From an optimization exercise on the open Yosys and OpenROAD flow, aimed at a short achievable clock period and few clock cycles; shortcuts taken in it are not production practice. Function was checked by simulation only, so behaviour that the tests miss may differ from the original.

<file path="design/flow/design.v">
`timescale 1ns / 1ps
module DivSteps #(parameter N = 1) (
    input  [31:0] remIn,
    input  [31:0] quoIn,
    input  [31:0] dvs,
    input  [33:0] dvs3,
    output reg [31:0] remOut,
    output reg [31:0] quoOut
    );
    reg [33:0] part;
    reg [34:0] s1, s2, s3;
    integer k;
    always @* begin
        remOut = remIn;
        quoOut = quoIn;
        for (k = 0; k < N; k = k + 1) begin
            part = {remOut, quoOut[31:30]};
            s1 = {1'b0, part} - {3'b0, dvs};
            s2 = {1'b0, part} - {2'b0, dvs, 1'b0};
            s3 = {1'b0, part} - {1'b0, dvs3};
            if (!s3[34]) begin
                quoOut = {quoOut[29:0], 2'd3}; remOut = s3[31:0];
            end
            else if (!s2[34]) begin
                quoOut = {quoOut[29:0], 2'd2}; remOut = s2[31:0];
            end
            else if (!s1[34]) begin
                quoOut = {quoOut[29:0], 2'd1}; remOut = s1[31:0];
            end
            else begin
                quoOut = {quoOut[29:0], 2'd0}; remOut = part[31:0];
            end
        end
    end
endmodule
`timescale 1ns / 1ps
`default_nettype none
module mips(
    input wire clk,
    input wire reset,
    output wire [31:0] i_addr,
    input wire [31:0] i_data,
    output wire [11:0] d_addr,
    output wire d_we,
    output wire [3:0] d_be,
    output wire [31:0] d_wdata,
    input wire [31:0] d_rdata,
    output wire rf_we,
    output wire [4:0] rf_waddr,
    output wire [31:0] rf_wdata,
    output wire [31:0] rf_wpc
    );
    reg [31:0] pcF;
    reg        vD;
    reg [31:0] irD, pcD;
    reg        vE;
    reg [3:0]  opE;
    reg [31:0] aE, bE, pcE;
    reg        fwdAE, fwdBE;           
    reg        weE, ldE;
    reg [4:0]  waE;
    reg [2:0]  ltE;                    
    reg [1:0]  alE;                    
    reg        multE, divE, sgnE, mthiE, mtloE;
    reg        vM;
    reg        weM, ldM;
    reg [4:0]  waM;
    reg [2:0]  ltM;
    reg [1:0]  alM;
    reg [31:0] resM_alu, rdM, pcM;
    reg        dwe_q;
    reg [11:0] daddr_q;
    reg [3:0]  dbe_q;
    reg [31:0] dwdata_q;
    reg        twe_q;
    reg [4:0]  twa_q;
    reg [31:0] twd_q, tpc_q;
    reg [31:0] HI, LO;
    reg [31:0] rf [1:31];
    reg [31:1] rfv;
    localparam LW = 3'd0, LH = 3'd1, LHU = 3'd2, LB = 3'd3, LBU = 3'd4;
    wire [15:0] halfM = alM[1] ? rdM[31:16] : rdM[15:0];
    wire [7:0]  byteM = alM[0] ? halfM[15:8] : halfM[7:0];
    reg  [31:0] ldvM;
    always @* begin
        case (ltM)
            LH:  ldvM = {{16{halfM[15]}}, halfM};
            LHU: ldvM = {16'h0, halfM};
            LB:  ldvM = {{24{byteM[7]}}, byteM};
            LBU: ldvM = {24'h0, byteM};
            default: ldvM = rdM;
        endcase
    end
    wire [31:0] resM = ldM ? ldvM : resM_alu;
    wire wrM = vM & weM;
    wire [31:0] A = fwdAE ? resM : aE;
    wire [31:0] B = fwdBE ? resM : bE;
    wire [32:0] sub33 = {1'b0, A} - {1'b0, B};
    wire        sltv = (A[31] ^ B[31]) ? A[31] : sub33[32];
    wire        sltuv = sub33[32];
    reg  [31:0] resE;
    always @* begin
        case (opE)
            4'd0:  resE = A + B;
            4'd1:  resE = sub33[31:0];
            4'd2:  resE = A & B;
            4'd3:   resE = A | B;
            4'd4:  resE = A ^ B;
            4'd5:  resE = ~(A | B);
            4'd6:  resE = {31'b0, sltv};
            4'd7: resE = {31'b0, sltuv};
            4'd8:  resE = B << A[4:0];
            4'd9:  resE = B >> A[4:0];
            4'd10:  resE = $signed(B) >>> A[4:0];
            4'd12: resE = HIv;
            4'd13: resE = LOv;
            default:  resE = B;
        endcase
    end
    wire signed [32:0] mA = {sgnE & A[31], A};
    wire signed [32:0] mB = {sgnE & B[31], B};
    wire signed [65:0] prod = mA * mB;
    localparam DIV_D = 4, DIV_E = 6, DIV_C1 = 16 - DIV_D - DIV_E;
    reg        dbusy, dph;             
    reg [31:0] drem, dquo, ddvs;
    reg [33:0] ddvs3;
    reg        dnegQ, dnegR;
    wire [31:0] e_rem, e_quo, c1_rem, c1_quo;
    DivSteps #(.N(DIV_E)) divSE (.remIn(drem), .quoIn(dquo), .dvs(ddvs), .dvs3(ddvs3),
                                 .remOut(e_rem), .quoOut(e_quo));
    DivSteps #(.N(DIV_C1)) divSC (.remIn(drem), .quoIn(dquo), .dvs(ddvs), .dvs3(ddvs3),
                                  .remOut(c1_rem), .quoOut(c1_quo));
    wire dlast = dph;
    wire [31:0] dq_fin = dnegQ ? -c1_quo : c1_quo;
    wire [31:0] dr_fin = dnegR ? -c1_rem : c1_rem;
    reg hiv, lov;
    wire [31:0] HIv = hiv ? HI : 32'h0;
    wire [31:0] LOv = lov ? LO : 32'h0;
    wire wHIdiv = dbusy & dlast & ~(vE & multE);
    wire wHI = vE & (multE | mthiE) | wHIdiv;
    wire lateE = vE & dbusy & dlast & ((opE == 4'd12) | (opE == 4'd13));
    wire [31:0] resEwb = ~lateE ? resE : (opE == 4'd12) ? dr_fin : dq_fin;
    wire wLO = vE & (multE | mtloE) | wHIdiv;
    always @(posedge clk) begin
        if (reset) begin
            hiv <= 1'b0;
            lov <= 1'b0;
        end
        else begin
            if (wHI) hiv <= 1'b1;
            if (wLO) lov <= 1'b1;
        end
    end
    always @(posedge clk) begin
        if (vE & multE) begin
            HI <= prod[63:32];
            LO <= prod[31:0];
        end
        else begin
            if (vE & mthiE) HI <= A;
            else if (wHIdiv) HI <= dr_fin;
            if (vE & mtloE) LO <= A;
            else if (wHIdiv) LO <= dq_fin;
        end
    end
    wire [5:0]  op = irD[31:26];
    wire [5:0]  fn = irD[5:0];
    wire [4:0]  rs = irD[25:21];
    wire [4:0]  rt = irD[20:16];
    wire [4:0]  rd = irD[15:11];
    wire [4:0]  sh = irD[10:6];
    wire [15:0] imm = irD[15:0];
    wire [31:0] sext = {{16{imm[15]}}, imm};
    wire rtype = (op == 6'h00);
    wire iSLL  = rtype & (fn == 6'h00);
    wire iSRL  = rtype & (fn == 6'h02);
    wire iSRA  = rtype & (fn == 6'h03);
    wire iSLLV = rtype & (fn == 6'h04);
    wire iSRLV = rtype & (fn == 6'h06);
    wire iSRAV = rtype & (fn == 6'h07);
    wire iJR   = rtype & (fn == 6'h08);
    wire iJALR = rtype & (fn == 6'h09);
    wire iMFHI = rtype & (fn == 6'h10);
    wire iMTHI = rtype & (fn == 6'h11);
    wire iMFLO = rtype & (fn == 6'h12);
    wire iMTLO = rtype & (fn == 6'h13);
    wire iMULT = rtype & (fn == 6'h18);
    wire iMULTU= rtype & (fn == 6'h19);
    wire iDIV  = rtype & (fn == 6'h1a);
    wire iDIVU = rtype & (fn == 6'h1b);
    wire iADD  = rtype & (fn == 6'h20 || fn == 6'h21);
    wire iSUB  = rtype & (fn == 6'h22 || fn == 6'h23);
    wire iAND  = rtype & (fn == 6'h24);
    wire iOR   = rtype & (fn == 6'h25);
    wire iXOR  = rtype & (fn == 6'h26);
    wire iNOR  = rtype & (fn == 6'h27);
    wire iSLT  = rtype & (fn == 6'h2a);
    wire iSLTU = rtype & (fn == 6'h2b);
    wire iREGIMM = (op == 6'h01);
    wire iJ    = (op == 6'h02);
    wire iJAL  = (op == 6'h03);
    wire iBEQ  = (op == 6'h04);
    wire iBNE  = (op == 6'h05);
    wire iBLEZ = (op == 6'h06);
    wire iBGTZ = (op == 6'h07);
    wire iADDI = (op == 6'h08 || op == 6'h09);
    wire iSLTI = (op == 6'h0a);
    wire iSLTIU= (op == 6'h0b);
    wire iANDI = (op == 6'h0c);
    wire iORI  = (op == 6'h0d);
    wire iXORI = (op == 6'h0e);
    wire iLUI  = (op == 6'h0f);
    wire iLB   = (op == 6'h20);
    wire iLH   = (op == 6'h21);
    wire iLW   = (op == 6'h23);
    wire iLBU  = (op == 6'h24);
    wire iLHU  = (op == 6'h25);
    wire iSB   = (op == 6'h28);
    wire iSH   = (op == 6'h29);
    wire iSW   = (op == 6'h2b);
    wire isLoad  = iLB | iLH | iLW | iLBU | iLHU;
    wire isStore = iSB | iSH | iSW;
    wire isBranch = iREGIMM | iBEQ | iBNE | iBLEZ | iBGTZ;
    wire isImmAlu = iADDI | iSLTI | iSLTIU | iANDI | iORI | iXORI | iLUI;
    wire isShImm = iSLL | iSRL | iSRA;
    wire isRAlu = iADD | iSUB | iAND | iOR | iXOR | iNOR | iSLT | iSLTU |
                  iSLLV | iSRLV | iSRAV | isShImm;
    wire isMdu = iMULT | iMULTU | iDIV | iDIVU | iMTHI | iMTLO;
    wire isHiLoRd = iMFHI | iMFLO;
    wire [4:0] wa = (isRAlu | isHiLoRd | iJALR) ? rd :
                    (isImmAlu | isLoad) ? rt :
                    iJAL ? 5'd31 : 5'd0;
    wire we = (wa != 5'd0);
    wire useRs = ~(iLUI | iJ | iJAL | isShImm | isHiLoRd);
    wire useRt = isRAlu | iBEQ | iBNE | isStore | iMULT | iMULTU | iDIV | iDIVU;
    wire needRsD = isBranch | iJR | iJALR | isLoad | isStore | iDIV | iDIVU;
    wire needRtD = iBEQ | iBNE | isStore | iDIV | iDIVU;
    wire [31:0] rf_rs = (rfv[rs] ? rf[rs] : 32'h0);
    wire [31:0] rf_rt = (rfv[rt] ? rf[rt] : 32'h0);
    wire eHitRs = vE & weE & (waE == rs);
    wire eHitRt = vE & weE & (waE == rt);
    wire mHitRs = wrM & (waM == rs);
    wire mHitRt = wrM & (waM == rt);
    wire [31:0] rsv = (rs == 5'd0) ? 32'h0 :
                      eHitRs ? resE :
                      mHitRs ? resM : rf_rs;
    wire [31:0] rtv = (rt == 5'd0) ? 32'h0 :
                      eHitRt ? resE :
                      mHitRt ? resM : rf_rt;
    wire ldHitRs = (rs != 5'd0) & eHitRs & (ldE | lateE);
    wire ldHitRt = (rt != 5'd0) & eHitRt & (ldE | lateE);
    wire stFwd = isStore & ldE;
    wire stall = vD & ((ldHitRs & useRs & needRsD) |
                       (ldHitRt & useRt & needRtD & ~stFwd));
    wire go = vD & ~stall;             
    wire rsZero = (rsv == 32'h0);
    wire eq = (rsv == rtv);
    wire taken = iBEQ & eq |
                 iBNE & ~eq |
                 iBLEZ & (rsv[31] | rsZero) |
                 iBGTZ & ~(rsv[31] | rsZero) |
                 iREGIMM & (rt[0] ^ rsv[31]);
    wire [31:0] pcD4 = pcD + 32'd4;
    wire [31:0] npc = ~vD ? pcF + 32'd4 :
                      (isBranch & taken) ? pcD4 + {sext[29:0], 2'b00} :
                      (iJ | iJAL) ? {pcF[31:28], irD[25:0], 2'b00} :
                      (iJR | iJALR) ? rsv :
                      pcF + 32'd4;
    wire isDiv = iDIV | iDIVU;
    wire startDiv = go & isDiv;
    wire dNegA = iDIV & rsv[31];
    wire dNegB = iDIV & rtv[31];
    wire [31:0] dMagA = dNegA ? -rsv : rsv;
    wire [31:0] dMagB = dNegB ? -rtv : rtv;
    wire [33:0] dMagB3 = {2'b0, dMagB} + {1'b0, dMagB, 1'b0};
    wire [31:0] d_rem, d_quo;
    DivSteps #(.N(DIV_D)) divSD (.remIn(32'h0), .quoIn(dMagA), .dvs(dMagB), .dvs3(dMagB3),
                                 .remOut(d_rem), .quoOut(d_quo));
    always @(posedge clk) begin
        if (reset)
            dbusy <= 1'b0;
        else if (startDiv)
            dbusy <= 1'b1;
        else if (vE & multE)
            dbusy <= 1'b0;
        else if (dbusy & dlast)
            dbusy <= 1'b0;
    end
    always @(posedge clk) begin
        if (startDiv) begin
            dph <= 1'b0;
            drem <= d_rem;
            dquo <= d_quo;
            ddvs <= dMagB;
            ddvs3 <= dMagB3;
            dnegQ <= (dNegA ^ dNegB) & (rtv != 0);
            dnegR <= dNegA;
        end
        else if (dbusy & ~dph) begin
            dph <= 1'b1;
            drem <= e_rem;
            dquo <= e_quo;
        end
    end
    wire [31:0] agu = rsv + sext;
    reg [3:0] opD;
    always @* begin
        opD = 4'd11;
        if (iADD | iADDI) opD = 4'd0;
        else if (iSUB) opD = 4'd1;
        else if (iAND | iANDI) opD = 4'd2;
        else if (iOR | iORI) opD = 4'd3;
        else if (iXOR | iXORI) opD = 4'd4;
        else if (iNOR) opD = 4'd5;
        else if (iSLT | iSLTI) opD = 4'd6;
        else if (iSLTU | iSLTIU) opD = 4'd7;
        else if (iSLL | iSLLV) opD = 4'd8;
        else if (iSRL | iSRLV) opD = 4'd9;
        else if (iSRA | iSRAV) opD = 4'd10;
        else if (iMFHI) opD = 4'd12;
        else if (iMFLO) opD = 4'd13;
    end
    wire [31:0] aD = isShImm ? {27'b0, sh} : rsv;
    wire [31:0] zimm = {16'h0, imm};
    wire [31:0] bD = (iJAL | iJALR) ? pcD + 32'd8 :
                     iLUI ? {imm, 16'h0} :
                     (iANDI | iORI | iXORI) ? zimm :
                     (iADDI | iSLTI | iSLTIU) ? sext :
                     rtv;
    wire bIsReg = ~(iJAL | iJALR | isImmAlu);
    reg [3:0]  beD;
    reg [31:0] wdD;
    wire [15:0] halfE = alE[1] ? d_rdata[31:16] : d_rdata[15:0];
    wire [7:0]  byteE = alE[0] ? halfE[15:8] : halfE[7:0];
    reg  [31:0] ldvE;
    always @* begin
        case (ltE)
            LH:  ldvE = {{16{halfE[15]}}, halfE};
            LHU: ldvE = {16'h0, halfE};
            LB:  ldvE = {{24{byteE[7]}}, byteE};
            LBU: ldvE = {24'h0, byteE};
            default: ldvE = d_rdata;
        endcase
    end
    wire [31:0] rtS = (ldHitRt & stFwd) ? ldvE : rtv;
    always @* begin
        if (iSW) begin
            beD = 4'b1111; wdD = rtS;
        end
        else if (iSH) begin
            beD = agu[1] ? 4'b1100 : 4'b0011; wdD = {2{rtS[15:0]}};
        end
        else begin
            beD = 4'b0001 << agu[1:0]; wdD = {4{rtS[7:0]}};
        end
    end
    wire [2:0] ltD = iLH ? LH : iLHU ? LHU : iLB ? LB : iLBU ? LBU : LW;
    always @(posedge clk) begin
        if (reset) begin
            pcF <= 32'h00003000;
            vD <= 1'b0;
            vE <= 1'b0;
            vM <= 1'b0;
            dwe_q <= 1'b0;
            twe_q <= 1'b0;
            rfv <= 31'b0;
        end
        else begin
            if (~stall) begin
                pcF <= npc;
                vD <= 1'b1;
            end
            vE <= go;
            dwe_q <= go & isStore;
            vM <= vE;
            twe_q <= wrM;
            if (wrM) rfv[waM] <= 1'b1;
        end
    end
    always @(posedge clk) begin
        if (~stall) begin
            irD <= i_data;
            pcD <= pcF;
        end
        opE <= opD;
        aE <= aD;
        bE <= bD;
        pcE <= pcD;
        fwdAE <= ldHitRs & ~isShImm;
        fwdBE <= ldHitRt & bIsReg;
        weE <= we & ~isStore & ~isBranch;
        waE <= wa;
        ldE <= isLoad;
        ltE <= ltD;
        alE <= agu[1:0];
        multE <= iMULT | iMULTU;
        divE <= iDIV | iDIVU;
        sgnE <= iMULT | iDIV;
        mthiE <= iMTHI;
        mtloE <= iMTLO;
        daddr_q <= agu[13:2];
        dbe_q <= beD;
        dwdata_q <= wdD;
        weM <= weE;
        ldM <= ldE;
        waM <= waE;
        ltM <= ltE;
        alM <= alE;
        resM_alu <= resEwb;
        rdM <= d_rdata;
        pcM <= pcE;
        twa_q <= waM;
        twd_q <= resM;
        tpc_q <= pcM;
        if (wrM) rf[waM] <= resM;
    end
    assign i_addr = pcF;
    assign d_addr = daddr_q;
    assign d_we = dwe_q;
    assign d_be = dbe_q;
    assign d_wdata = dwdata_q;
    assign rf_we = twe_q;
    assign rf_waddr = twa_q;
    assign rf_wdata = twd_q;
    assign rf_wpc = tpc_q;
endmodule
</file>
<file path="design/flow/flow/run.sh">
#!/bin/bash
# Layout flow: the standard ORFS flow (standard.sh: standard synthesis,
# floorplan, placement, CTS, routing, finish) with the same constraint.sdc,
# but with ORFS's timing repair told to aim for a large setup slack margin,
# so that repair keeps sizing and buffering paths far below the 180 ns
# constraint. The make output goes to flow_make.log; each ORFS step writes
# its own log under orfs/logs/.
set -euo pipefail
MARGIN=${MARGIN:-143}
bash standard.sh SETUP_SLACK_MARGIN=$MARGIN finish > flow_make.log 2>&1
</file>
<file path="design/flow/standard.sh">
#!/bin/bash
# synth_recipe.tcl (not shown) runs the flow's synth.tcl, then flattens the netlist and writes it again
# the make line also repeats each setting of config.mk as NAME=value (left out here)
make -C /OpenROAD-flow-scripts/flow DESIGN_CONFIG=/design/flow/config.mk WORK_HOME=/design/flow/orfs CLKGATE_MAP_FILE= SYNTH_SCRIPT=/design/flow/synth_recipe.tcl "${@:-finish}"
</file>
<file path="design/flow/config.mk">
export PLATFORM = sky130hd
export DESIGN_NAME = mips
export DESIGN_NICKNAME = mips
export VERILOG_FILES = /design/flow/design.v
export SDC_FILE = /design/flow/constraint.sdc
export NUM_CORES = 4
export LEC_CHECK = 0
export CAP_MARGIN = 20
export CORE_MARGIN = 2
export CORE_UTILIZATION = 35
export CTS_CLUSTER_DIAMETER = 100
export CTS_CLUSTER_SIZE = 20
export PLACE_DENSITY = 0.5
export SETUP_SLACK_MARGIN = 5
export SLEW_MARGIN = 20
</file>
<file path="design/flow/constraint.sdc">
create_clock -name core_clock -period 180.0 [get_ports {clk}]
set_input_delay 36.0000 -clock core_clock [delete_from_list [all_inputs] [get_ports {clk}]]
set_output_delay 36.0000 -clock core_clock [all_outputs]
set_load 0.01 [all_outputs]
</file>
==> results.tsv, run 1 <==
metric	value	unit
rows	261	
regMostFlops	rf	
hold_viol	0	
die_w	716	um
yosys.area.top_type	edfxtp_1	
syn-num-nets	21390	
cp_top_family	flip-flops	
drv_cap	0	
post-route-period-util	0.208	
synth_cells	18823	
cpMaxStageDelayCell	dfxtp_4	
cp-start-kind	register	
rrSetupSlack	144.97	ns
syn_avg_cell_area	9.43	um2
clk_latency	0.86	ns
synth_area_leaders	edfxtp_1 21%, fa_1 13%, ha_1 9.5%	
fin_crit	37.51	ns
cts_buffer_depth	3	
yosysWarnings	3	
cp_num_cells	1	
reg_top3	rf: 992 flops, ddvs3: 33 flops	
crit_buf_inv	1	
final_cell_area	195000	um2
slew_viol_final	0	
ys_types	128	
antenna_left	0	
synth.cell_area	177000	um2
critical-path-max-stage-delay	0.50	ns
dpl.hpwl	643000	um
cp.required	144.00	ns
rr_startpoint	ddvs[0]$_DFFE_PP_	
arrival	1.51	ns
crit_chain	buf_6	
layout_commonest_cell	nand2_1	
outcome	timing/DRC/antenna clean	
hp-class	reg2reg	
io_pins	217	
relSlewSlack	0.0994	
routed_wirelength	846000	um
dr.pass1.iters	9	
worst_slew_pin_slew	1.35	ns
synth_ff_type	edfxtp_1	
antenna_found_initial	61	
rsz0062_at_grt	true	
grt_pass1_wl	1180000	um
cts_root_buf	clkbuf_16	
area_delta_synth_final	9.76	%
placedInstanceArea	191000	um2
die_area	513000	um2
final_cell_mix	1836 x nand2_1, 1660 x inv_1, 1462 x nor2_1, 1342 x ha_1, 1288 x a21oi_1	
path_max_fanout	1	
synth_edf_count	1251	
ys_seq_elements	1676	
fmax	26.7	MHz
core_area	505000	um2
vias	157456	
worstSetupEndpointType	output port	
drtIter0Drc	18549	
cts.sinks	1676	
rr_worst_depth	110	
whs_path_depth	0	
clk_pin_slew_worst_paths	0.09	ns
initial_core_util	0.351	
whs_endpoint	tpc_q[17]$_DFF_P_	
largest_register_ff_count	992	
path_class	reg2out	
post_route_cells_drive_above_1_share	0.115	
async_flop_share	0	
io_buffers	216	
worstReg2RegEnd	LO[24]$_DFFE_PP_	
dieHeight	716	um
drc	0	
grt.overflow.total	0	
setup_violations	0	
hp-start	pcM[17]$_DFF_P_	
fin_skew	0.0525	ns
postCtsHoldBufs	0	
ys_seq_area_frac	0.260	
numCtsBuffers	103	
setup_tns	0	ns
gp_congestion	1.07	
grt_usage	0.322	
first_global_vias	150349	
grt_max_degree	96	
viasPerCell	6.11	
netlist.area_leader.share	0.212	
tritoncts	done	
nNetsFinal	21513	
post_drt_wl_per_cell	32.8	um
htree_levels	3	
==> worst max path at each step <==
stage / from / to
floorplan: d_rdata[31] / dwdata_q[30]$_DFF_P_
global route: dwdata_q[29]$_DFF_P_ / d_wdata[29]
detailed placement: d_rdata[31] / dwdata_q[24]$_DFF_P_
finish: dwdata_q[6]$_DFF_P_ / d_wdata[6]
CTS: dwdata_q[29]$_DFF_P_ / d_wdata[29]
global placement: d_rdata[31] / dwdata_q[24]$_DFF_P_
==> cells in the mapped netlist (115+ instances only) <==
| cell type | count |
|---|---|
| o21bai_1 | 130 |
| or3_1 | 137 |
| a211oi_1 | 214 |
| mux2i_1 | 278 |
| buf_1 | 151 |
| fa_1 | 1159 |
| and3_1 | 161 |
| xor2_1 | 383 |
| mux4_2 | 595 |
| ha_1 | 1342 |
| clkbuf_1 | 640 |
| inv_1 | 1677 |
| xnor2_1 | 629 |
| a31oi_1 | 209 |
| dfxtp_1 | 425 |
| o31ai_1 | 115 |
| a21o_1 | 314 |
| o21a_1 | 219 |
| a21oi_1 | 1331 |
| nand2b_1 | 182 |
| o211ai_1 | 183 |
| nor2_1 | 1508 |
| edfxtp_1 | 1251 |
| nor2b_1 | 170 |
| nand2_1 | 1839 |
| nor3_1 | 316 |
| o21ai_0 | 985 |
| nand3_1 | 357 |
==> routing by layer <==
layer  part of all wire  vias up  track usage
met2               0.43     7929        0.489
met3              0.087     1740       0.0583
met4              0.071       46        0.185
li1                   -    68213            -
met5            0.00033        -            0
met1               0.41    79528        0.431
==> cell families (layout without fill, tap and decap cells) <==
kind of cell    Yosys count  in the layout  synth area share
fa+ha+maj              2501           2501             0.225
buf+inv                2627           2836            0.0569
simple gates           5187           5187             0.133
other cells               0             33                 0
flops                  1676           1676             0.260
compound gates         4891           4891             0.180
xor+xnor               1012           1012            0.0499
mux                     929            929            0.0948
==> through the flow <==
stage                      util  worst slack (ns)  std cells  hold slack (ns)
after global placement    0.377            141.49      25493            0.311
after floorplan               -            142.42      18823            0.310
after global routing      0.385            142.46      25742            0.338
final                     0.386            142.49      25771            0.325
after detailed placement  0.377            141.54      25496            0.312
after CTS                 0.384            142.46      25729            0.331
==> final cells by class <==
class	instances	area, um2
fill	50780	310000
multi-input combinational	14520	123000
sequential	1676	46300
tap	6706	8390
timing repair buffer	923	7520
inverter	1722	6470
clock buffer	164	2860
clock inverter	27	409
antenna	33	82.6
==> timing repair <==
item,in CTS,in global routing
buffers inserted,41,4
endpoints found under the setup margin,175,171
pin swaps,1,9
gates resized for setup,849,94
gates cloned,1,0
Testbench counts, summed over its fixed seeds: cycles 27,463.
==> run 2: changes to the inputs <==
--- a/design/flow/design.v
+++ b/design/flow/design.v
@@ -62,5 +62,5 @@
     reg [2:0]  ltE;                    
     reg [1:0]  alE;                    
-    reg        multE, divE, sgnE, mthiE, mtloE;
+    reg        multE, divE, divLE, sgnE, mthiE, mtloE;
     reg        vM;
     reg        weM, ldM;
@@ -234,6 +234,6 @@
     wire useRs = ~(iLUI | iJ | iJAL | isShImm | isHiLoRd);
     wire useRt = isRAlu | iBEQ | iBNE | isStore | iMULT | iMULTU | iDIV | iDIVU;
-    wire needRsD = isBranch | iJR | iJALR | isLoad | isStore | iDIV | iDIVU;
-    wire needRtD = iBEQ | iBNE | isStore | iDIV | iDIVU;
+    wire needRsD = isBranch | iJR | iJALR | isLoad | isStore;
+    wire needRtD = iBEQ | iBNE | isStore;
     wire [31:0] rf_rs = (rfv[rs] ? rf[rs] : 32'h0);
     wire [31:0] rf_rt = (rfv[rt] ? rf[rt] : 32'h0);
@@ -251,6 +251,9 @@
     wire ldHitRt = (rt != 5'd0) & eHitRt & (ldE | lateE);
     wire stFwd = isStore & ldE;
+    wire divLate = ldHitRs | ldHitRt;
+    wire lateDivE = vE & divE & divLE;
     wire stall = vD & ((ldHitRs & useRs & needRsD) |
-                       (ldHitRt & useRt & needRtD & ~stFwd));
+                       (ldHitRt & useRt & needRtD & ~stFwd) |
+                       ((isHiLoRd | iMTHI | iMTLO) & lateDivE));
     wire go = vD & ~stall;             
     wire rsZero = (rsv == 32'h0);
@@ -268,5 +271,13 @@
                       pcF + 32'd4;
     wire isDiv = iDIV | iDIVU;
-    wire startDiv = go & isDiv;
+    wire startDiv = go & isDiv & ~divLate;
+    wire eNegA = sgnE & A[31];
+    wire eNegB = sgnE & B[31];
+    wire [31:0] eMagA = eNegA ? -A : A;
+    wire [31:0] eMagB = eNegB ? -B : B;
+    wire [33:0] eMagB3 = {2'b0, eMagB} + {1'b0, eMagB, 1'b0};
+    wire [31:0] l_rem, l_quo;
+    DivSteps #(.N(DIV_D)) divSL (.remIn(32'h0), .quoIn(eMagA), .dvs(eMagB), .dvs3(eMagB3),
+                                 .remOut(l_rem), .quoOut(l_quo));
     wire dNegA = iDIV & rsv[31];
     wire dNegB = iDIV & rtv[31];
@@ -280,5 +291,5 @@
         if (reset)
             dbusy <= 1'b0;
-        else if (startDiv)
+        else if (startDiv | lateDivE)
             dbusy <= 1'b1;
         else if (vE & multE)
@@ -297,4 +308,13 @@
             dnegR <= dNegA;
         end
+        else if (lateDivE) begin
+            dph <= 1'b0;
+            drem <= l_rem;
+            dquo <= l_quo;
+            ddvs <= eMagB;
+            ddvs3 <= eMagB3;
+            dnegQ <= (eNegA ^ eNegB) & (B != 0);
+            dnegR <= eNegA;
+        end
         else if (dbusy & ~dph) begin
             dph <= 1'b1;
@@ -396,4 +416,5 @@
         multE <= iMULT | iMULTU;
         divE <= iDIV | iDIVU;
+        divLE <= divLate;
         sgnE <= iMULT | iDIV;
         mthiE <= iMTHI;
--- a/design/flow/config.mk
+++ b/design/flow/config.mk
@@ -9,6 +9,4 @@
 export CORE_MARGIN = 2
 export CORE_UTILIZATION = 35
-export CTS_CLUSTER_DIAMETER = 100
-export CTS_CLUSTER_SIZE = 20
 export PLACE_DENSITY = 0.5
 export SETUP_SLACK_MARGIN = 5
==> run 2 against run 1 <==
Net effect:
- area after synthesis is 13% higher
- critical endpoint is now i_addr[10]
- worst hold slack lost 0.0024 ns
- routed wire length rose by 22%
- flip-flop and latch count rose by 2
- clock skew grew 0.060 ns
==> results.tsv, run 2 <==
metric	value	unit	change
outcome	timing/DRC/antenna clean		
worstReg2RegEnd	resM_alu[28]$_DFF_P_		
viasPerCell	6.28		+2.8%
synth_common_cells	2123 x nand2_1, 1892 x nor2_1, 1725 x inv_1		
die_area	577000	um2	+13%
area_delta_synth_final	11.0	%	
nNetsFinal	25252		+17%
io_pins	217		unchanged
synth.cell_area	200000	um2	+13%
clk_pin_slew_worst_paths	0.07	ns	-0.02 ns
slew_viol_final	0		unchanged
final_cell_mix	2114 x nand2_1, 1839 x nor2_1, 1722 x inv_1, 1702 x ha_1, 1546 x a21oi_1		
reg_top3	rf: 992 flops, ddvs3: 33 flops		
grt.overflow.total	0		unchanged
post_route_cells_drive_above_1_share	0.117		+0.00196
post-route-period-util	0.208		-0.000289
yosys.area.top_type	edfxtp_1		
synth_edf_count	1251		unchanged
hp-class	reg2reg		
tritoncts	done		
cp.required	144.00	ns	about the same
io_buffers	216		unchanged
cp-start-kind	register		
layout.area.seq	46300	um2	about the same
largest_register_ff_count	992		unchanged
setup_tns	0	ns	unchanged
regMostFlops	rf		
worstSetupEndpointType	output port		
clk_latency	0.96	ns	+0.10 ns
ys_seq_elements	1678		+0.12%
fmax	26.7	MHz	+0.14%
htree_levels	4		+1
worst_slew_pin_slew	1.43	ns	+0.0753 ns
rr_worst_depth	111		+0.91%
antenna_left	0		unchanged
die_w	760	um	+6.1%
cts_root_buf	clkbuf_16		
rr_startpoint	ddvs[25]$_DFFE_PP_		
synth_cells	22134		+18%
fin_skew	0.112	ns	+0.0599 ns
dp_cells	29606		+16%
hold_viol	0		unchanged
relSlewSlack	0.0423		-0.0570
cts.sinks	1678		+0.12%
rsz0062_at_grt	true		
routed_wirelength	1030000	um	+22%
dpl.hpwl	782000	um	+22%
cts_buffer_depth	4		+1
gp_congestion	1.08		+0.27%
setup_violations	0		unchanged
whs_path_depth	0		unchanged
dr.pass1.iters	9		unchanged
core_area	569000	um2	+13%
rows	277		+6.1%
post_drt_wl_per_cell	34.3	um	+4.4%
ys_seq_area_frac	0.231		-0.0289
multi_input_area	144000	um2	+18%
path_class	reg2out		
first_global_vias	177147		+18%
whs_endpoint	pcM[20]$_DFF_P_		
drtIter0Drc	24591		+33%
rrSetupSlack	144.82	ns	-0.15 ns
grt_pass1_wl	1410000	um	+20%
antenna_found_initial	140		+130%
yosysWarnings	3		unchanged
initial_core_util	0.351		about the same
synth.most_common_cell	nand2_1		
fill_cells	57581		+13%
netlist.area_leader.share	0.188		-0.0237
synth_area_leaders	edfxtp_1 19%, fa_1 12%, ha_1 11%		
ys_types	130		+1.6%
synth_ff_type	edfxtp_1		
syn_avg_cell_area	9.03	um2	-4.2%
crit_buf_inv	1		unchanged
fin_crit	37.46	ns	-0.0520 ns
crit_chain	buf_6		
numCtsBuffers	188		+83%
dieHeight	760	um	+6.1%
path_max_fanout	2		+1
cp_top_family	flip-flops		
grt_max_degree	85		-11%
layout_commonest_cell	nand2_1		
final_cells	30090		+17%
syn-num-nets	25073		+17%
drv_cap	0		unchanged
vias	188955		+20%
drc	0		unchanged
cpMaxStageDelayCell	dfxtp_4		
grt_usage	0.343		+0.0212
arrival	1.46	ns	-0.05 ns
async_flop_share	0		unchanged
critical-path-max-stage-delay	0.41	ns	-0.09 ns
hp-start	pcE[20]$_DFF_P_		
==> run 2: changes by cell type after synthesis, sizes merged, moves of 131 or more <==
cell / previous run / this run
nand2: 1842 / 2123
xnor2: 629 / 829
ha: 1342 / 1702
nor2: 1516 / 1899
a21oi: 1335 / 1591
o21ai: 1062 / 1351
nor3: 322 / 453
==> run 2: layout make-up <==
cell class              instances  share of cell area
diodes                         85            0.000959
clock inverters               111             0.00535
multi-input cells           17624               0.651
inverters                    1761              0.0298
flip-flops and latches       1678               0.209
well taps                    7533              0.0425
repair buffers               1060              0.0385
clock buffers                 238              0.0229
==> run 2: timing repair <==
item	CTS	global route
hold buffers	0	0
buffers inserted	35	7
resized for setup	796	76
endpoints found under the setup margin	167	165
pin swaps	1	2
gates cloned	0	0
==> run 2: cells by family (layout without fill, tap and decap cells) <==
| group | count (synthesis) | after routing | share of synthesized area |
|---|---|---|---|
| other | 0 | 85 | 0 |
| adder cells (fa/ha/maj) | 2874 | 2874 | 0.224 |
| multiplexers | 1074 | 1074 | 0.0918 |
| AO/OA/AOI/OAI | 5980 | 5980 | 0.195 |
| flip-flops | 1678 | 1678 | 0.231 |
| XOR/XNOR | 1308 | 1308 | 0.0574 |
| AND/OR/NAND/NOR | 6388 | 6388 | 0.146 |
| buffers and inverters | 2832 | 3170 | 0.0546 |
==> run 2: worst max path at each step <==
stage / start / to / slack (ns) / cells past startpoint
6_report: pcF[10]$_SDFFE_PP0N_ / i_addr[10] / 142.54 / 1
5_1_grt: pcF[10]$_SDFFE_PP0N_ / i_addr[10] / 142.53 / 1
4_1_cts: pcF[10]$_SDFFE_PP0N_ / i_addr[10] / 142.48 / 1
3_5_place_dp: d_rdata[31] / dwdata_q[24]$_DFF_P_ / 141.62 / 8
3_3_place_gp: d_rdata[31] / dwdata_q[24]$_DFF_P_ / 141.62 / 8
2_1_floorplan: d_rdata[31] / dwdata_q[25]$_DFF_P_ / 142.69 / 8
==> run 2: metal layers <==
| metal | up-vias | GRT usage | part of all wire |
|---|---|---|---|
| met1 | 94945 | 0.457 | 0.41 |
| met2 | 10679 | 0.503 | 0.42 |
| met5 | - | 0 | 0.00036 |
| met3 | 2389 | 0.0855 | 0.10 |
| met4 | 52 | 0.202 | 0.072 |
| li1 | 80890 | - | - |
==> run 2: stage by stage <==
stage	setup WS (ns)	hold slack, ns	utilization	area [um2]
2_1_floorplan	142.69	0.310	-	200000
3_3_place_gp	141.62	0.311	0.378	215000
3_5_place_dp	141.62	0.312	0.378	215000
4_1_cts	142.48	0.325	0.389	221000
5_1_grt	142.53	0.332	0.390	222000
6_report	142.54	0.323	0.390	222000
Testbench counts of run 2, summed over its fixed seeds: cycles 27,444.
==> run 3: changes to the inputs <==
--- a/design/flow/design.v
+++ b/design/flow/design.v
@@ -51,10 +51,10 @@
     output wire [31:0] rf_wpc
     );
-    reg [31:0] pcF;
+    reg [31:0] pcF, pcF4;
     reg        vD;
-    reg [31:0] irD, pcD;
+    reg [31:0] irD, pcD4;             
     reg        vE;
     reg [3:0]  opE;
-    reg [31:0] aE, bE, pcE;
+    reg [31:0] aE, bE, pcE;           
     reg        fwdAE, fwdBE;           
     reg        weE, ldE;
@@ -264,10 +264,9 @@
                  iBGTZ & ~(rsv[31] | rsZero) |
                  iREGIMM & (rt[0] ^ rsv[31]);
-    wire [31:0] pcD4 = pcD + 32'd4;
-    wire [31:0] npc = ~vD ? pcF + 32'd4 :
+    wire [31:0] npc = ~vD ? pcF4 :
                       (isBranch & taken) ? pcD4 + {sext[29:0], 2'b00} :
-                      (iJ | iJAL) ? {pcF[31:28], irD[25:0], 2'b00} :
+                      (iJ | iJAL) ? {pcD4[31:28], irD[25:0], 2'b00} :
                       (iJR | iJALR) ? rsv :
-                      pcF + 32'd4;
+                      pcF4;
     wire isDiv = iDIV | iDIVU;
     wire startDiv = go & isDiv & ~divLate;
@@ -343,5 +342,5 @@
     wire [31:0] aD = isShImm ? {27'b0, sh} : rsv;
     wire [31:0] zimm = {16'h0, imm};
-    wire [31:0] bD = (iJAL | iJALR) ? pcD + 32'd8 :
+    wire [31:0] bD = (iJAL | iJALR) ? pcD4 + 32'd4 :
                      iLUI ? {imm, 16'h0} :
                      (iANDI | iORI | iXORI) ? zimm :
@@ -379,4 +378,5 @@
         if (reset) begin
             pcF <= 32'h00003000;
+            pcF4 <= 32'h00003004;
             vD <= 1'b0;
             vE <= 1'b0;
@@ -389,4 +389,5 @@
             if (~stall) begin
                 pcF <= npc;
+                pcF4 <= npc + 32'd4;
                 vD <= 1'b1;
             end
@@ -401,10 +402,10 @@
         if (~stall) begin
             irD <= i_data;
-            pcD <= pcF;
+            pcD4 <= pcF4;
         end
         opE <= opD;
         aE <= aD;
         bE <= bD;
-        pcE <= pcD;
+        pcE <= pcD4;
         fwdAE <= ldHitRs & ~isShImm;
         fwdBE <= ldHitRt & bIsReg;
@@ -433,5 +434,5 @@
         twa_q <= waM;
         twd_q <= resM;
-        tpc_q <= pcM;
+        tpc_q <= pcM - 32'd4;
         if (wrM) rf[waM] <= resM;
     end
--- a/design/flow/config.mk
+++ b/design/flow/config.mk
@@ -9,4 +9,6 @@
 export CORE_MARGIN = 2
 export CORE_UTILIZATION = 35
+export CTS_CLUSTER_DIAMETER = 100
+export CTS_CLUSTER_SIZE = 20
 export PLACE_DENSITY = 0.5
 export SETUP_SLACK_MARGIN = 5
==> run 3 against run 2 <==
Net effect:
- sequential share of layout area up 0.36 points
- cell count down 0.40%
- first-iteration DRC count up 6.1%
- largest cell class unchanged
==> results.tsv, run 3 <==
metric	value	unit	change
multi_input_area	145000	um2	+0.54%
drtIter0Drc	26089		+6.1%
io_buffers	216		unchanged
initial_core_util	0.351		-0.000424
regMostFlops	rf		
synth.cell_area	201000	um2	+0.55%
crit_buf_inv	1		unchanged
postCtsHoldBufs	0		unchanged
die_w	762	um	+0.27%
final_cells	29969		-0.40%
syn_avg_cell_area	9.10	um2	+0.78%
first_global_vias	180430		+1.9%
whs_endpoint	pcM[11]$_DFF_P_		
rr_worst_depth	112		+0.90%
cts_root_buf	clkbuf_16		
drc	0		unchanged
antenna_found_initial	164		+17%
relSlewSlack	0.0656		+0.0232
final_cell_mix	2164 x nand2_1, 1815 x nor2_1, 1711 x inv_1, 1676 x ha_1, 1580 x a21oi_1		
path_class	reg2out		
rsz0062_at_grt	true		
core_area	573000	um2	+0.67%
nNetsFinal	25168		-0.33%
gp_congestion	1.10		+2.5%
setup_tns	0	ns	unchanged
synth_cells	22082		-0.23%
synth_ff_type	edfxtp_1		
dpl.hpwl	841000	um	+7.5%
fmax	26.7	MHz	about the same
clk_latency	1.01	ns	+0.05 ns
fin_skew	0.147	ns	+0.0350 ns
fin_crit	37.44	ns	-0.0220 ns
tritoncts	done		
post-route-period-util	0.208		about the same
post_route_cells_drive_above_1_share	0.115		-0.00230
vias	189775		+0.43%
setup_violations	0		unchanged
yosys.area.top_type	edfxtp_1		
crit_chain	buf_12		
synth_edf_count	1251		unchanged
ys_seq_area_frac	0.233		+0.00174
reg_top3	rf: 992 flops, ddvs3: 33 flops		
synth_area_leaders	edfxtp_1 19%, fa_1 12%, ha_1 10%		
cp.required	144.00	ns	about the same
layout_commonest_cell	nand2_1		
cp-start-kind	register		
dp_cells	29686		+0.27%
synth_common_cells	2172 x nand2_1, 1864 x nor2_1, 1712 x inv_1		
clk_pin_slew_worst_paths	0.09	ns	+0.02 ns
cp_top_family	flip-flops		
grt_max_degree	89		+4.7%
antenna_left	0		unchanged
grt.overflow.total	0		unchanged
cpMaxStageDelayCell	dfxtp_2		
grt_pass1_wl	1490000	um	+5.3%
hold_viol	0		unchanged
die_area	580000	um2	+0.54%
viasPerCell	6.33		+0.84%
largest_register_ff_count	992		unchanged
rows	278		+0.36%
yosysWarnings	3		unchanged
fin_util	0.385		-0.00463
area_delta_synth_final	9.85	%	
arrival	1.43	ns	-0.03 ns
whs_path_depth	0		unchanged
routed_wirelength	1100000	um	+6.3%
path_max_fanout	1		-1
worstSetupEndpointType	output port		
cts.sinks	1708		+1.8%
layout.area.seq	46900	um2	+1.2%
hp-class	reg2reg		
fill_cells	58044		+0.80%
numCtsBuffers	116		-38%
cts_buffer_depth	4		unchanged
dr.pass1.iters	10		+1
worstReg2RegEnd	drem[25]$_DFFE_PP_		
critical-path-max-stage-delay	0.36	ns	-0.05 ns
grt_usage	0.365		+0.0222
io_pins	217		unchanged
slew_viol_final	0		unchanged
async_flop_share	0		unchanged
rrSetupSlack	144.65	ns	-0.17 ns
synth.most_common_cell	nand2_1		
post_drt_wl_per_cell	36.6	um	+6.8%
worst_slew_pin_slew	1.40	ns	-0.0246 ns
rr_startpoint	ldM$_DFF_P_		
drv_cap	0		unchanged
htree_levels	3		-1
dieHeight	762	um	+0.27%
hp-start	pcE[11]$_DFF_P_		
outcome	timing/DRC/antenna clean		
ys_types	143		+10%
netlist.area_leader.share	0.187		-0.00102
ys_seq_elements	1708		+1.8%
syn-num-nets	24995		-0.31%
## run 3: area by class of cell
type	instances	area share
Tap cell	7560	0.0429
Timing Repair Buffer	1074	0.0391
Clock buffer	149	0.0141
Antenna cell	87	0.000987
Sequential cell	1708	0.213
Multi-Input combinational cell	17591	0.658
Clock inverter	36	0.00227
Inverter	1764	0.0300
## run 3: metrics by stage
step	instance area [um2]	hold slack (ns)	setup slack (ns)
CTS	220000	0.336	142.53
finish	221000	0.335	142.57
detailed placement	217000	0.314	141.71
global route	220000	0.342	142.54
global placement	216000	0.314	141.63
floorplan	201000	0.310	142.59
## run 3: worst max path at each step
stage	startpoint	to	slack (ns)	depth (start not counted)
finish	twe_q$_SDFF_PP0_	rf_we	142.57	1
CTS	twd_q[21]$_DFF_P_	rf_wdata[21]	142.53	1
global placement	d_rdata[15]	dwdata_q[19]$_DFF_P_	141.63	8
floorplan	d_rdata[31]	dwdata_q[31]$_DFF_P_	142.59	9
detailed placement	d_rdata[31]	dwdata_q[19]$_DFF_P_	141.71	8
global route	twe_q$_SDFF_PP0_	rf_we	142.54	1
## run 3: routing by layer
metal  GRT usage  vias to the layer above  part of all wire
met1       0.467                    95143              0.39
met2       0.538                    11321              0.42
met4       0.237                       38             0.082
met5     0.00606                        -           0.00050
li1            -                    80497                 -
met3       0.104                     2776              0.11
## run 3: cell families after synthesis
family / Yosys count / synth area share
AO/OA/AOI/OAI: 5828 / 0.191
XOR/XNOR: 1356 / 0.0591
adder cells (fa/ha/maj): 2847 / 0.221
buffers and inverters: 2783 / 0.0540
flip-flops: 1708 / 0.233
multiplexers: 1156 / 0.0954
AND/OR/NAND/NOR: 6404 / 0.147
## run 3: what timing repair did
item                                    CTS  global route
gates resized for setup                 770           114
endpoints found under the setup margin  170           180
pin swaps                                 3             4
buffers inserted                          5             2
Testbench counts of run 3, summed over its fixed seeds: cycles 27,444.

-- port drivers added, routing unchanged --
Ports are ideal in the flow. The routed layouts listed here were re-timed in OpenROAD.
Step 1: set_driving_cell puts a clkbuf_16 on clk and a buf_2 on each other input, an assumption about the parent block.
Step 2, shift: input delay + t, output delay - t, t = (earliest + latest rising clock arrival at the registers) / 2. This alone moves slack from input paths to output paths.
a / b / c = no drivers / after step 1 / after step 2; a / b = the first two.
run	shift t [ns]	setup slack, ns	worst setup path at the end
run 1	0.919	142.491 / 142.405 / 142.110	input to register
run 2	1.015	142.543 / 142.430 / 142.124	input to register
run 3	1.034	142.565 / 142.463 / 142.157	input to register
After both steps setup and hold are still met in every run listed. The setup slack of run 2, which loses most, moves by -0.113 ns with the drivers and by -0.419 ns with both steps.
